What follows belongs to an exercise in optimizing a design on an open flow for small area; a production flow would make more cautious choices. Only simulation tests tie the RTL to the original design; equivalence was not proved. No activity file was given, so power comes from the tool's default toggle rates.

==> flow/design.v (excerpt) <==
module hispi_rx(
	input [47:0] data_in,
	output [63:0] data_out,
	output data_valid,
	output frame_start,
	input clk,
	input rst
);
Settings: LEC_CHECK=0, ABC_AREA=1, CAP_MARGIN=20, CORE_MARGIN=2, CORE_UTILIZATION=40, SLEW_MARGIN=20, SYNTH_MEMORY_MAX_BITS=131072; clock period 10.0 ns.
standard.sh (not shown) runs the stock make flow with config.mk's settings and CLKGATE_MAP_FILE= SYNTH_SCRIPT=/design/flow/synth_recipe.tcl, a recipe that flattens the netlist after the stock synthesis.
==> flow/flow/run.sh <==
#!/bin/bash
# Layout flow: the standard flow (standard.sh) with these changes:
#  - synthesis: ABC maps the logic with flow/abc_area.script (area-oriented
#    amap) instead of ORFS's abc_area.script, and Yosys's extract_fa is
#    skipped; registers come out exactly as in the standard synthesis;
#  - CTS: no dummy loads, clkbuf_8 clock buffers;
#  - port buffers: every input and output port still gets a buffer,
#    sky130_fd_sc_hd__buf_1.
# Each tool's output goes to a log file in this folder (and ORFS's own logs
# under orfs/logs).
set -euo pipefail
W=$(pwd)
cp flow/abc_area.script "$W/own_abc.script"
cat > "$W/own_synth.tcl" <<TCL
proc abc {args} {
  set i [lsearch -exact \$args -script]
  if { \$i >= 0 } { lset args [expr {\$i + 1}] $W/own_abc.script }
  yosys abc {*}\$args
}
proc extract_fa {args} { puts "extract_fa skipped" }
source $W/synth_recipe.tcl
TCL
cp config.mk own_config.mk
cat >> own_config.mk <<'MK'
export CTS_ARGS = -sink_clustering_enable -repair_clock_nets -dont_use_dummy_load -buf_list sky130_fd_sc_hd__clkbuf_8
export BUFFER_PORTS_ARGS = -buffer_cell sky130_fd_sc_hd__buf_1
MK
sed -e "s#SYNTH_SCRIPT=[^ ]*#SYNTH_SCRIPT=$W/own_synth.tcl#" \
    -e "s#DESIGN_CONFIG=[^ ]*#DESIGN_CONFIG=$W/own_config.mk#" standard.sh > own_standard.sh
grep -q "SYNTH_SCRIPT=$W/own_synth.tcl" own_standard.sh
grep -q "DESIGN_CONFIG=$W/own_config.mk" own_standard.sh
bash own_standard.sh synth > synth.log 2>&1
bash own_standard.sh finish > finish.log 2>&1
test -f out/final.def
==> flow/flow/abc_area.script <==
strash
ifraig
dc2
dch
amap
Change:
--- a/flow/design.v
+++ b/flow/design.v
@@ -41,28 +41,38 @@
 	end
 endfunction
 function zero_prefix;
 	input [11:0] w;
 	input [3:0] b;
 	integer j;
 	begin
 		zero_prefix = 1'b1;
 		for (j = 0; j < 12; j = j + 1)
 			if (j < b && w[j]) zero_prefix = 1'b0;
 	end
 endfunction
-wire [4:0] g2_0 = match_hi(d0[59:24]);
-wire [4:0] g2_1 = match_hi(d1[59:24]);
-wire [4:0] g2_2 = match_hi(d2[59:24]);
-wire [4:0] g2_3 = match_hi(d3[59:24]);
+reg [1:0] post_rst;
+function [4:0] match_now;
+	input [59:24] d;
+	input [1:0] pr;
+	begin
+		if (pr[0]) match_now = {~|d[59:48], 4'd0};
+		else if (pr[1]) match_now = 5'd0;
+		else match_now = match_hi(d);
+	end
+endfunction
+wire [4:0] g2_0 = match_now(d0[59:24], post_rst);
+wire [4:0] g2_1 = match_now(d1[59:24], post_rst);
+wire [4:0] g2_2 = match_now(d2[59:24], post_rst);
+wire [4:0] g2_3 = match_now(d3[59:24], post_rst);
 reg [4:0] r2_0, r2_1, r2_2, r2_3;    
 reg [4:0] r1_0, r1_1, r1_2, r1_3;    
 wire [4:0] g1_0 = {r2_0[4] & zero_prefix(d0[59:48], r2_0[3:0]), r2_0[3:0]};
 wire [4:0] g1_1 = {r2_1[4] & zero_prefix(d1[59:48], r2_1[3:0]), r2_1[3:0]};
 wire [4:0] g1_2 = {r2_2[4] & zero_prefix(d2[59:48], r2_2[3:0]), r2_2[3:0]};
 wire [4:0] g1_3 = {r2_3[4] & zero_prefix(d3[59:48], r2_3[3:0]), r2_3[3:0]};
 wire [4:0] g0_0 = r1_0, g0_1 = r1_1, g0_2 = r1_2, g0_3 = r1_3;
 reg [3:0] bo0, bo1, bo2, bo3;
 reg [1:0] wo1, wo2, wo3;
 reg al1, al2, al3;
 wire a0 = g1_0[4] & (g1_0[3:0] == bo0);
 wire s0 = g2_0[4] & (g2_0[3:0] == bo0);
@@ -140,29 +150,27 @@
 		end
 		4'd6: state <= 4'd7;
 		4'd7: state <= 4'd1;
 		4'd8: begin
 			ffs <= 1'b0;
 			if (s0) state <= 4'd2;
 		end
 		default: if (al1 & al2 & al3) state <= 4'd1;
 	endcase
 	if (dv) pc <= pc + 5'd1;
 	h <= grp;
 	hfs <= gfs;
+	post_rst <= {post_rst[0], 1'b0};
 	if (rst) begin
-		ns0[47:24] <= {12'hfff, 12'h000};
-		ns1[47:24] <= {12'hfff, 12'h000};
-		ns2[47:24] <= {12'hfff, 12'h000};
-		ns3[47:24] <= {12'hfff, 12'h000};
+		post_rst <= 2'b01;
 		r2_0[4] <= 1'b0; r2_1[4] <= 1'b0; r2_2[4] <= 1'b0; r2_3[4] <= 1'b0;
 		r1_0[4] <= 1'b0; r1_1[4] <= 1'b0; r1_2[4] <= 1'b0; r1_3[4] <= 1'b0;
 		bo0 <= 4'd0; bo1 <= 4'd0; bo2 <= 4'd0; bo3 <= 4'd0;
 		wo1 <= 2'd0; wo2 <= 2'd0; wo3 <= 2'd0;
 		al1 <= 1'b0; al2 <= 1'b0; al3 <= 1'b0;
 		state <= 4'd0;
 		ffs <= 1'b0;
 		pc <= 5'd0;
 	end
 end
 endmodule
 module hispi_rx_log(input [11:0] x, output [7:0] y);
Routed wire length is about the same; sequential share of layout area goes up by 0.54 points; worst setup slack improved by 0.0041 ns; sequential cell count goes up by 2; via count goes down slightly; power goes down by a few percent; maximum frequency stays flat; non-clock buffer count goes down by 14.

==> afterwards: timing with drivers on the ports <==
Ports are ideal in the flow. The routed layouts listed here were re-timed in OpenROAD. Step 1 (the two cells are an assumption about what drives the block):
set clk [get_ports {clk}]
set_driving_cell -lib_cell sky130_fd_sc_hd__clkbuf_16 $clk
set_driving_cell -lib_cell sky130_fd_sc_hd__buf_2 [delete_from_list [all_inputs] $clk]
Step 2 also shifts input and output timing later by t, the mid clock arrival at the registers, as if the neighbouring blocks saw the same clock. Slacks: ideal ports / drivers / drivers and shift; pairs: ideal ports / drivers.
| run | shift t [ns] | slack for setup (ns) | worst setup path at the end |
|---|---|---|---|
| the first run | 0.665 | 0.735 / 0.681 / 1.346 | register to output |
| the second run | 0.626 | 0.739 / 0.685 / 1.311 | register to output |
After both steps setup and hold are still met in every run listed.
